What follows belongs to an exercise in optimizing a design on an open flow for a short achievable clock period and few clock cycles; a production flow would make more cautious choices.
The RTL was checked by simulation tests, not by an equivalence proof against the original design.
Power is estimated from default activity; no workload was simulated.

==> design.v <==
module controller(
input [31:0]din,
output wire [1:0]regdst,
output wire memwr,
output wire [2:0]write_sel,
output wire [1:0]pc_sel,
output wire [1:0]aluctr,
output wire alusrc,
output wire [1:0]extop,
output wire addi1,
output wire en,
input clk,
input rst,
input zero,
output wire pcwr,
output wire irwr,
output wire lb1,
output wire sb1,
input intreq,
output wire cp0_en,
output wire bridge_en,
output wire exlset,
output wire exlclr,
output wire intpc
);
wire [5:0]opcode=din[31:26]; 
wire [5:0]func=din[5:0];
parameter S0 = 0, S1=1 ,S2 = 2,S3=3,S4=4,S5=5,S6=6,S7=7,S8=8,S9=9,S10 = 10;
reg [3:0]current_state,next_state;
wire lw = opcode[5] & ~opcode[4] & ~opcode[3] & ~opcode[2] & opcode[1] & opcode[0];
wire sw = opcode[5] & ~opcode[4] & opcode[3] & ~opcode[2] & opcode[1] & opcode[0];
wire typer = ~opcode[5] & ~opcode[4] & ~opcode[3] & ~opcode[2] & ~opcode[1] & ~opcode[0];
wire addu = typer & func[5] & ~func[4] & ~func[3] & ~func[2] & ~func[1] & func[0];
wire subu = typer & func[5] & ~func[4] & ~func[3] & ~func[2] & func[1] & func[0];
wire slt = typer & func[5] & ~func[4] & func[3] & ~func[2] & func[1] & ~func[0];
wire jr = typer & ~func[5] & ~func[4] & func[3] & ~func[2] & ~func[1] & ~func[0];
wire ori = ~opcode[5] & ~opcode[4] & opcode[3] & opcode[2] & ~opcode[1] & opcode[0];
wire beq = ~opcode[5] & ~opcode[4] & ~opcode[3] & opcode[2] & ~opcode[1] & ~opcode[0];
wire lui = ~opcode[5] & ~opcode[4] & opcode[3] & opcode[2] & opcode[1] & opcode[0];
wire j = ~opcode[5] & ~opcode[4] & ~opcode[3] & ~opcode[2] & opcode[1] & ~opcode[0];
wire addi = ~opcode[5] & ~opcode[4] & opcode[3] & ~opcode[2] & ~opcode[1] & ~opcode[0];
wire addiu = ~opcode[5] & ~opcode[4] & opcode[3] & ~opcode[2] & ~opcode[1] & opcode[0];
wire jal = ~opcode[5] & ~opcode[4] & ~opcode[3] & ~opcode[2] & opcode[1] & opcode[0];
wire lb = opcode[5] & ~opcode[4] & ~opcode[3] & ~opcode[2] & ~opcode[1] & ~opcode[0];
wire sb = opcode[5] & ~opcode[4] & opcode[3] & ~opcode[2] & ~opcode[1] & ~opcode[0];
wire eret = (opcode==6'b010000&func==6'b011000);
wire mfc0 = (opcode==6'b010000&din[25:21]==00000);
wire mtc0 = (opcode==6'b010000&din[25:21]==5'b00100);
always@(posedge clk or posedge rst)
begin
if(rst)
begin
current_state <= S0;
end
else
begin
current_state <= next_state;
end
end
always@(*)
begin
case(current_state)
S0:
begin
next_state = S1;
end
S1:
begin
if(lw||sw||lb||sb||mtc0||mfc0)
begin
next_state = S2;
end
else if(addu||subu||ori||lui||addi||addiu||slt)
begin
next_state=S6;
end
else if(beq||jr)
begin
next_state=S8;
end
else if(j||jal||eret)
begin
next_state=S9;
end
else next_state=S0;
end
S2:
begin
if(lw||lb||mfc0)
begin
next_state=S3;
end
else if(sw||sb||mtc0)
begin
next_state=S5;
end
else next_state=S0;
end
S3:
begin
next_state=S4;
end
S4:
begin
if(intreq) next_state=S10;
else next_state=S0;
end
S5:
begin
if(intreq) next_state=S10;
else next_state=S0;
end
S6:
begin
if(addu||subu||ori||lui||addi||addiu||slt)
begin
next_state=S7;
end
else next_state=S0;
end
S7:
begin
if(intreq) next_state=S10;
else next_state=S0;
end
S8:
begin
if(intreq) next_state=S10;
else next_state=S0;
end
S9:
begin
if(intreq) next_state=S10;
else next_state=S0;
end
S10:
begin
next_state=S0;
end
default:
begin
next_state=S0;
end
endcase
end
wire s0,s1,s2,s3,s4,s5,s6,s7,s8,s9,s10;
assign s0=(~current_state[3])&(~current_state[2])&(~current_state[1])&(~current_state[0]);
assign s1=(~current_state[3])&(~current_state[2])&(~current_state[1])&( current_state[0]);
assign s2=(~current_state[3])&(~current_state[2])&( current_state[1])&(~current_state[0]);
assign s3=(~current_state[3])&(~current_state[2])&( current_state[1])&( current_state[0]);
assign s4=(~current_state[3])&( current_state[2])&(~current_state[1])&(~current_state[0]);
assign s5=(~current_state[3])&( current_state[2])&(~current_state[1])&( current_state[0]);
assign s6=(~current_state[3])&( current_state[2])&( current_state[1])&(~current_state[0]);
assign s7=(~current_state[3])&( current_state[2])&( current_state[1])&( current_state[0]);
assign s8=( current_state[3])&(~current_state[2])&(~current_state[1])&(~current_state[0]);
assign s9=( current_state[3])&(~current_state[2])&(~current_state[1])&( current_state[0]);
assign s10=( current_state[3])&(~current_state[2])&( current_state[1])&(~current_state[0]);
assign regdst[0]=ori||lw||sw||beq||lui||addi||addiu||lb||sb;
assign regdst[1]=jal;
assign memwr=(sw||sb)&s5;
assign pc_sel[0]=(jr||beq)&(~s0);
assign pc_sel[1]=(j||jal||jr)&(~s0);
assign aluctr[0]=(subu||slt||beq);
assign aluctr[1]=ori;
assign alusrc=ori||lw||sw||lb||sb||lui||addi||addiu;
assign extop[0]=addiu||addi||beq||sw||sb||lw||lb;
assign extop[1]=lui;
assign write_sel[0]=lw||lb||slt||sw||sb;
assign write_sel[1]=jal||slt;
assign write_sel[2]=mfc0;
assign addi1=(addi==1)?1:0;
assign en=((addu||subu||ori||lui||addi||addiu||slt)&(current_state==S7))||((lw||lb||mfc0)&s4)||(jal&s9);
assign pcwr=s0||((jal||j)&s9)||((beq&zero)&s8)||(jr&s8)||(eret&s9)||s10;
assign irwr=s0;
assign lb1=(lb==1)?1:0;
assign sb1=(sb==1)?1:0;
assign exlset=s10;
assign exlclr=eret;
assign cp0_en=mtc0&s5||s10;
assign intpc=intreq&s10;
assign bridge_en=(sw||sb)&s5;
endmodule
module splitter(
input [31:0]data,
output wire [4:0]rs,
output wire [4:0]rt,
output wire [4:0]rd,
output wire [15:0]imm,
output wire [25:0]imm1
);
assign rs={data[25:21]};
assign rt={data[20:16]};
assign rd={data[15:11]};
assign imm={data[15:0]};
assign imm1={data[25:0]};
endmodule 
module gpr(
input [31:0]aluout,
input [31:0]dm_out,
input [31:0]pc_4,
input [2:0]write_sel,
input en,
input clk,
input rst,
output wire [31:0]busa,
output wire [31:0]busb,
input [4:0]ra,
input [4:0]rb,
input [4:0]wr1,
input [4:0]wr2,
input [1:0]regdst,
input less,
input carry,
input addi,
input lb,
input [31:0]cp0_out
);
reg [31:0]data[31:0];
integer i;
reg [4:0]wr;
reg [31:0]din;
always @(*)begin
case(regdst)
2'b00:begin
wr = wr1;
end
2'b01:begin
wr = wr2;
end
default:begin
wr = 5'b11111;
end
endcase
case(write_sel)
3'b001:begin
	if(lb) din = {{24{dm_out[7]}},dm_out[7:0]};
	else din = dm_out;
end
3'b010:begin
din = pc_4;
end
3'b011:begin
if(less) din=32'h00000001;
else din =32'h00000000;
end
3'b100:begin
din = cp0_out;
end
default:begin
din = aluout;
end
endcase
end
always @(posedge clk)begin
if(rst)begin
for(i=0;i<32;i=i+1) data[i]<=0;
end
else if(en)begin
	if(wr!=0)begin
		if(addi&&carry)begin
			if(wr!=5'b11110) data[wr]<=din;
			data[5'b11110]<=1;
		end
		else data[wr]<=din;
	end
end
end
assign busa=data[ra];
assign busb=data[rb]; 
endmodule
module npc(
input [25:0]imm1,
input [31:0]pc,
input [31:0]gpr,
output reg [31:0]npc,
output reg [31:0]pc_4_1,
input [1:0]pc_sel,
input zero,
input intreq,
input [31:0]epc,
input eret
);
reg [15:0]imm;
reg [31:0]pc_4;
always @(*)begin
imm = {imm1[15:0]};
pc_4 = pc+4;
pc_4_1 = pc;
if(intreq)begin
npc = 32'h00004180;
end
else if(eret==1) npc = epc;
case(pc_sel)
2'b00:begin
npc=pc_4;
end
2'b01:begin
if(zero) npc={{14{imm[15]}},imm[15:0],{2'b00}}+pc;
else npc=pc_4;
end
2'b10:begin
npc={pc_4[31:28],imm1[25:0],{2'b00}};
end
2'b11:begin
npc=gpr;
end
default:npc=pc_4;
endcase
end
endmodule
module pc(
input [31:0]pcin,
output reg [12:0]pcout,
output reg [31:0]pcout_31,
input clk,
input rst,
input pcen
);
always@(posedge clk,posedge rst)begin
if(rst) begin
	pcout_31 <= 32'h00003000;
	pcout <= 13'h1000;
end
else if(pcen)begin
	pcout_31 <= pcin;
	pcout <= {pcin[12:0]};
end
end
endmodule
module ext(
input [15:0]din,
input [1:0]extop,
output reg [31:0]dout
);
always@(*)
begin
case(extop)
2'b00:dout={{16{1'b0}},din};
2'b01:dout={{16{din[15]}},din};
2'b10:dout={din,{16{1'b0}}};
default:dout={din,{16{1'b0}}};
endcase
end
endmodule
module alu(
input [31:0]ina,
input [31:0]inb1,
input [31:0]imm,
input alusrc,
input addi,
input [1:0]aluctr,
output wire [31:0]out_32,
output wire [9:0]out_10,
output reg zero,
output reg carry,
output reg less
);
reg [31:0]temp;
reg [31:0]inb;
always@(*)
begin
zero=0;
less=0;
carry=0;
case(alusrc)
1'b0:inb=inb1;
default:inb=imm;
endcase
case(aluctr)
2'b00:begin 
temp=ina+inb;
carry=0;
if(addi)begin
	if (ina[31]==0&&inb[31]==0&&temp[31]==1) begin carry =1; temp=0; end
	else if (ina[31]==1&&inb[31]==1&&temp[31]==0) begin carry =1; temp=0; end 
end
end
2'b01:begin 
temp=ina-inb;
if(temp[31]==1) less = 1;
if(temp == 0) zero = 1;
end
2'b10:temp=ina|inb;
default:temp=ina|inb;
endcase
end
assign out_32 = temp;
assign out_10 = {temp[9:0]};
endmodule
module rega(
input [31:0]busa,
output reg [31:0]ra_out,
input clk
);
always@(posedge clk)begin
ra_out <= busa;
end
endmodule
module regb(
input [31:0]busb,
output reg [31:0]rb_out,
input clk
);
always@(posedge clk)begin
rb_out <= busb;
end
endmodule
module sb(
input [31:0]dm_out,
input [31:0]busb,
input [9:0]addr,
input sb,
output reg [31:0]dm_in,
output reg [9:0]addr_out
);
always@(*)begin
case(sb)
1'b0:begin
dm_in = busb;
addr_out = addr;
end
1'b1:begin
	addr_out = {addr[9:2],{2'b00}};
	case(addr[1:0])
	2'b00:begin
	dm_in = {dm_out[31:8],busb[7:0]};	
	end
	2'b01:begin
	dm_in = {dm_out[31:16],busb[7:0],dm_out[7:0]};
	end
	2'b10:begin
	dm_in = {dm_out[31:24],busb[7:0],dm_out[15:0]};	
	end
	2'b11:begin
	dm_in = {busb[7:0],dm_out[23:0]};
	end
	endcase
end
endcase
end
endmodule
module aluout(
input [31:0]in_32,
input [9:0]in_10,
output reg [31:0]out_32,
output reg [9:0]out_10,
input clk
);
always@(posedge clk)begin
out_32 <= in_32;
out_10 <= in_10;
end
endmodule
module datareg(
input [31:0] in,
input [31:0]addr,
input clk,
output reg [31:0] dout
);
always@(posedge clk)begin
dout <= in;
end
endmodule
module ir(
input [31:0]in,
output reg [31:0]out,
input clk,
input en
);
always@(posedge clk)begin
if(en) out<=in;
end
endmodule
module cp0(
input [31:0]pc,
input [31:0]busb,
input [7:2]hwint,
input [4:0]sel,
input wen,
input exlset,
input exlclr,
input clk,
input rst,
output wire intreq,
output reg [31:0]epc,
output wire [31:0]dout
);
reg [15:10]cause;
reg [31:0]prid;
reg [15:10]im;
reg exl,ie;
assign intreq=|(hwint[7:2]&im[15:10])&ie&(~exl);
assign dout = (sel==12)?{16'b0,im,8'b0,exl,ie}:
				(sel==13)?{16'b0,cause,10'b0}:
				(sel==14)?epc:
				(sel==15)?prid:32'h11111111;
always@(posedge clk or posedge rst)begin
if(rst)begin
im<=6'b000000;
exl<=0;
ie<=0;
cause<=6'b000000;
epc<=32'h00000000;
prid<=32'h00000000;
end
else begin
cause<=hwint;
if(wen&&sel==12) begin im<=busb[15:10]; ie<=busb[0]; end
else if(wen&&sel==14) epc<=pc;
else if(wen&&sel==15) prid<=busb;
if(exlclr) exl<=0;
else if(exlset) exl<=1;
else if(wen&&sel==12) exl<=busb[1];
end
end
endmodule
module mips(
input clk,
input rst,
output wire [12:0]imem_addr,
input [31:0]imem_rdata,
output wire [9:0]dmem_addr,
output wire [31:0]dmem_wdata,
output wire dmem_we,
input [31:0]dmem_rdata
);
wire [12:0]addr_10;
wire [31:0]addr_32;
wire [31:0]command;
wire en;
wire [3:0]next_state;
wire intreq;
wire cp0_en;
wire bridge_en;
wire exlset;
wire exlclr; 
wire intpc;
wire [31:0]epc;
wire [31:0]cp0_out;
wire [5:0]hwint;
wire [4:0]rs;
wire [4:0]rt;
wire [4:0]rd;
wire [15:0]imm;
wire [25:0]imm1;
wire [31:0]nextpc;
wire [31:0]pc_4;
wire zero;
wire [31:0]dm_out;
wire [31:0]busa;
wire [31:0]busb;
wire less;
wire carry;
wire addi;
wire [31:0]ext_out;
wire [9:0]alu_out_10;
wire [31:0]alu_out_32;
wire [1:0]regdst;
wire memwr;
wire [2:0]write_sel;
wire [1:0]pc_sel;
wire [1:0]aluctr;
wire alusrc;
wire [1:0]extop;
wire lb1;
wire sb1;
wire irwr;
wire pcwr;
wire [31:0]sbout;
wire [9:0]sb_addr;
wire [31:0]ra_out;
wire [31:0]rb_out;
wire [9:0]alureg_out_10;
wire [31:0]alureg_out_32;
wire [31:0]dmreg_out;
wire [3:0]current_state;
wire [31:0]ir_out;
assign imem_addr = addr_10;
assign command = imem_rdata;
assign dmem_addr = sb_addr;
assign dmem_wdata = sbout;
assign dmem_we = memwr;
assign dm_out = dmem_rdata;
assign hwint = 6'b000000;
controller ctr(ir_out,regdst,memwr,write_sel,pc_sel,aluctr,alusrc,extop,addi,en,clk,rst,zero,pcwr,irwr,lb1,sb1,intreq,cp0_en,bridge_en,exlset,exlclr,intpc);
splitter spl(ir_out,rs,rt,rd,imm,imm1);
gpr g(alureg_out_32,dmreg_out,pc_4,write_sel,en,clk,rst,busa,busb,rs,rt,rd,rt,regdst,less,carry,addi,lb1,cp0_out);
npc npc_1(imm1,addr_32,ra_out,nextpc,pc_4,pc_sel,zero,intpc,epc,exlclr);
pc pc_1(nextpc,addr_10,addr_32,clk,rst,pcwr);
ext ext_1(imm,extop,ext_out);
alu alu_1(ra_out,rb_out,ext_out,alusrc,addi,aluctr,alu_out_32,alu_out_10,zero,carry,less);
rega a(busa,ra_out,clk);
regb b(busb,rb_out,clk);
sb dmsb(dm_out,rb_out,alureg_out_10,sb1,sbout,sb_addr);
aluout alureg(alu_out_32,alu_out_10,alureg_out_32,alureg_out_10,clk);
datareg dreg(dm_out,alureg_out_32,clk,dmreg_out);
ir ir1(command,ir_out,clk,irwr);
cp0 cp0_1(pc_4,busb,hwint,rd,cp0_en,exlset,exlclr,clk,rst,intreq,epc,cp0_out);
endmodule
==> run.sh <==
#!/bin/bash
# synth_recipe.tcl (not shown) runs the flow's synth.tcl, then flattens the netlist and writes it again
# the make line also repeats each setting of config.mk as NAME=value (left out here)
make -C /OpenROAD-flow-scripts/flow DESIGN_CONFIG=/design/flow/config.mk WORK_HOME=/design/flow/orfs CLKGATE_MAP_FILE= SYNTH_SCRIPT=/design/flow/synth_recipe.tcl finish
==> config.mk <==
export PLATFORM = sky130hd
export DESIGN_NAME = mips
export DESIGN_NICKNAME = mips
export VERILOG_FILES = /design/flow/design.v
export SDC_FILE = /design/flow/constraint.sdc
export NUM_CORES = 4
export LEC_CHECK = 0
export CAP_MARGIN = 20
export CORE_MARGIN = 2
export CORE_UTILIZATION = 40
export SLEW_MARGIN = 20
==> constraint.sdc <==
create_clock -name core_clock -period 8.5 [get_ports {clk}]
set_input_delay 1.7000 -clock core_clock [delete_from_list [all_inputs] [get_ports {clk}]]
set_output_delay 1.7000 -clock core_clock [all_outputs]
set_load 0.01 [all_outputs]
==> reports/qor.yml <==
crit_required_ps: 8960
final_common_cell: "sky130_fd_sc_hd__nor2_1"
synth_edf_count: 1056
hold_ws_ps: 503.2
dr.first_iter.drc_count: 6911
layout-drive-gt1-share: 0.2331
cts_root_buffer: "sky130_fd_sc_hd__clkbuf_16"
placement_rows: 154
final-hold-violation-count: 0
final.period_utilization: 0.8653
routabilityCongestion: 0.9785
areaGrowthSynthToFinish_pct: 12.31
place.detailed.hpwl_mm: 172.5
hp-start: "cp0_1.epc[20]$_DFFE_PP0P_"
yosys.cell_types.count: 96
critical-path-max-stage-delay_ps: 640
setup_repair_after_global_routing_missed_its_margin: "false"
cp-startpoint: "ir1.out[27]$_DFFE_PP_"
cellPowerDensity_nw_per_um2: 397.9
grt_max_degree: 121
reg2reg_from: "ir1.out[27]$_DFFE_PP_"
routed_wirelength_mm: 263.4
netlist_instances: 5534
ant_nets: 0
layout_common_cells: "sky130_fd_sc_hd__nor2_1, sky130_fd_sc_hd__edfxtp_1, sky130_fd_sc_hd__mux4_2"
ir_worst_vdd_v: 0.0002769
avgViaCountPerCell: 6.358
gr-usage-all-layers: 0.2896
placement.io_buffers: 121
min_period_ps: 7355
smallest_setup_slack_after_layout_ps: 1145
multi_input_area_um2: 31900
design.core.area_um2: 176300
post_cts_resized: 0
register_area_um2: 37090
fillCellCount: 15750
crit_path_end_kind: "register"
placed_cells: 7696
io_pins: 122
clkSinkCount: 1297
cts_hold_buf: 0
measured_slew_at_the_worst_slew_check_pin_ps: 1165
design.die.area_um2: 180800
cp-start-kind: "register"
cts-buffers-inserted: 145
drt_first_pass_iters: 8
critical_path.max_fanout: 33
final.setup.tns_ps: 0
vert_die_dim_um: 425.2
postSynth.topFlopCell: "sky130_fd_sc_hd__edfxtp_1"
antenna_violations_before_repair: 10
status: "timing/DRC/antenna clean"
stdcell_count: 7959
total_power_w: 0.03172
worst_path_max_delay_cell: "sky130_fd_sc_hd__a2111oi_0"
maximum_capacitance_violations: 0
holdCritPathClass: "register to register"
postSynth.asyncResetShare: 0.08327
timing.max_slew.rel_slack: 0.2208
worst_setup_hold_path_clk_slew_ps: 60
synthesis.area_per_instance_um2: 12.82
avgRoutedWirePerCell_um: 33.09
first_global_vias: 49700
initial_core_util: 0.4025
clock_path_buffers: 3
final.setup_skew_ps: 43.26
timing.critical_path.cells: "xnor2_1, inv_1, or3_1, and2_1, o21ai_0, inv_1, ha_1, a21oi_1, o21bai_1, a2111oi_0, o211ai_1, a41oi_1, nand2_1, a311oi_2, mux2i_1, a21boi_2, nand2_2, buf_4, nand2_2, buf_4"
setup.worst_path.class: "register to register"
cts.repair_timing.setup_buffer_count: 0
tritoncts: "done"
kind_of_cell_adding_the_most_delay_to_the_critical_path: "compound AO/OA/AOI/OAI gates"
dieWidth_um: 425.2
dp_worst_setup_slack_ps: 1338
globalRoute.totalOverflow: 0
synth_seq_cells: 1297
fmaxAchievable_mhz: 136.0
setup_violations: 0
via_count: 50600
htree_num_levels: 4
slew_violations: 0
synth.yosys.seq_area_share: 0.5225
critical_path.n_buffers_inverters: 4
drt_drc_violations_left: 0
fin_nets: 5707
global_route_wire_length_before_repair_mm: 370.2
worstSkewPairLatency_ps: 820
syn_area_um2: 70960
yosysWarnings: 13
static-leakage-power_nw: 28.91
crit_path_arrival_time_ps: 7810
[cell type report]
cell class | instances | share of cell area
Antenna cell | 4 | 0.0001256
Sequential cell | 1297 | 0.4654
Multi-Input combinational cell | 3646 | 0.4002
Inverter | 118 | 0.005620
Clock buffer | 200 | 0.05085
Clock inverter | 59 | 0.007645
Timing Repair Buffer | 295 | 0.03341
Tap cell | 2340 | 0.03674
[sequential cells by signal (all words and copies together), names as in the netlist, named ones only]
name               count
cp0_1.prid            32
a.ra_out              32
b.rb_out              32
ctr.current_state      4
g.data              1024
pc_1.pcout            10
cp0_1.exl              1
cp0_1.im               6
dreg.dout             32
cp0_1.epc             32
pc_1.pcout_31         20
ir1.out               32
cp0_1.ie               1
alureg.out_32         32
[Yosys cell counts (all sizes together) (29+ instances only)]
master | n | area (um2)
a211oi | 31 | 242.7
a21o | 35 | 262.8
a21oi | 172 | 864.6
a31oi | 29 | 187.7
buf | 103 | 491.7
clkbuf | 401 | 1505
dfrtp | 106 | 2653
dfxtp | 133 | 2663
edfxtp | 1056 | 31710
ha | 135 | 1689
inv | 118 | 442.9
mux2 | 147 | 1655
mux2i | 59 | 590.6
mux4 | 640 | 14410
nand2 | 301 | 1130
nand3 | 53 | 265.3
nor2 | 1208 | 4534
nor2b | 41 | 256.5
nor3 | 40 | 200.2
o211ai | 48 | 360.4
o21ai | 226 | 1135
xnor2 | 49 | 429.2
[routing by layer]
layer  vias to the layer above  track usage  part of all wire
met5                         -            0           0.00013
met4                         6       0.1713             0.069
met3                       635      0.06617              0.11
met2                      3264       0.4489              0.46
met1                     25880       0.3727              0.36
li1                      20820            -                 -
[final timing paths]
| check | to | slack [ps] | depth (start not counted) |
|---|---|---|---|
| setup / recovery | g.data[10][4]$_SDFFCE_PN0P_ | 1150 | 20 |
| hold / removal | cp0_1.epc[20]$_DFFE_PP0P_ | 500 | 1 |
| setup reg to reg | g.data[10][4]$_SDFFCE_PN0P_ | 1150 | 20 |
| hold reg to reg | cp0_1.epc[20]$_DFFE_PP0P_ | 500 | 1 |
| max in group asynchronous | pc_1.pcout_31[18]$_DFFE_PP0P_ | 5200 | 4 |
| min in group asynchronous | cp0_1.prid[7]$_DFFE_PP0P_ | 1810 | 3 |
[power breakdown]
part           switching (W)  internal [W]
Clock                0.00272       0.00354
Sequential           0.00126       0.00751
Combinational         0.0105       0.00620
Total                 0.0145        0.0173
[metrics by stage]
step / utilization / area [um2]
3_3_place_gp: 0.4255 / 75010
5_1_grt: 0.4520 / 79690
6_report: 0.4521 / 79700
3_5_place_dp: 0.4255 / 75010
2_1_floorplan: - / 71080
4_1_cts: 0.4519 / 79670
[kinds of logic (layout without fill, tap and decap cells)]
logic type               Yosys count  in the layout  synth area share
AO/OA/AOI/OAI                    741            741           0.06735
XOR/XNOR                          75             75          0.009256
adder cells (fa/ha/maj)          138            138           0.02465
buffers and inverters            622            672           0.03438
flip-flops                      1297           1297            0.5225
multiplexers                     846            846            0.2348
other                              1             36        0.00005284
AND/OR/NAND/NOR                 1814           1814            0.1071
Testbench counts, summed over its fixed seeds: cycles 108,155.

## separate check: timing with driven ports
In the flow no input, the clock included, has a driving cell. The finished layout below was timed again as built, in two steps. Step 1 (the two cells are an assumption about what drives the block):
set clk [get_ports {clk}]
set_driving_cell -lib_cell sky130_fd_sc_hd__clkbuf_16 $clk
set_driving_cell -lib_cell sky130_fd_sc_hd__buf_2 [delete_from_list [all_inputs] $clk]
Step 2 times the ports against the registers' clock, not the clock port: input delays grow and output delays shrink by t, the midpoint of the rising clock arrivals with the driver on. a / b / c = ideal ports / drivers / drivers and shift; a / b = the first two.
shift t [ns]: 0.873
slack for setup (ns): 1.145 / 1.145 / 1.145
worst setup path after step 2: register to register
clock arrival spread, ns: 0.044 / 0.043
After both steps setup and hold are still met in this run. For this run, drivers alone change the setup slack by 0.000 ns; drivers and shift together by 0.000 ns.
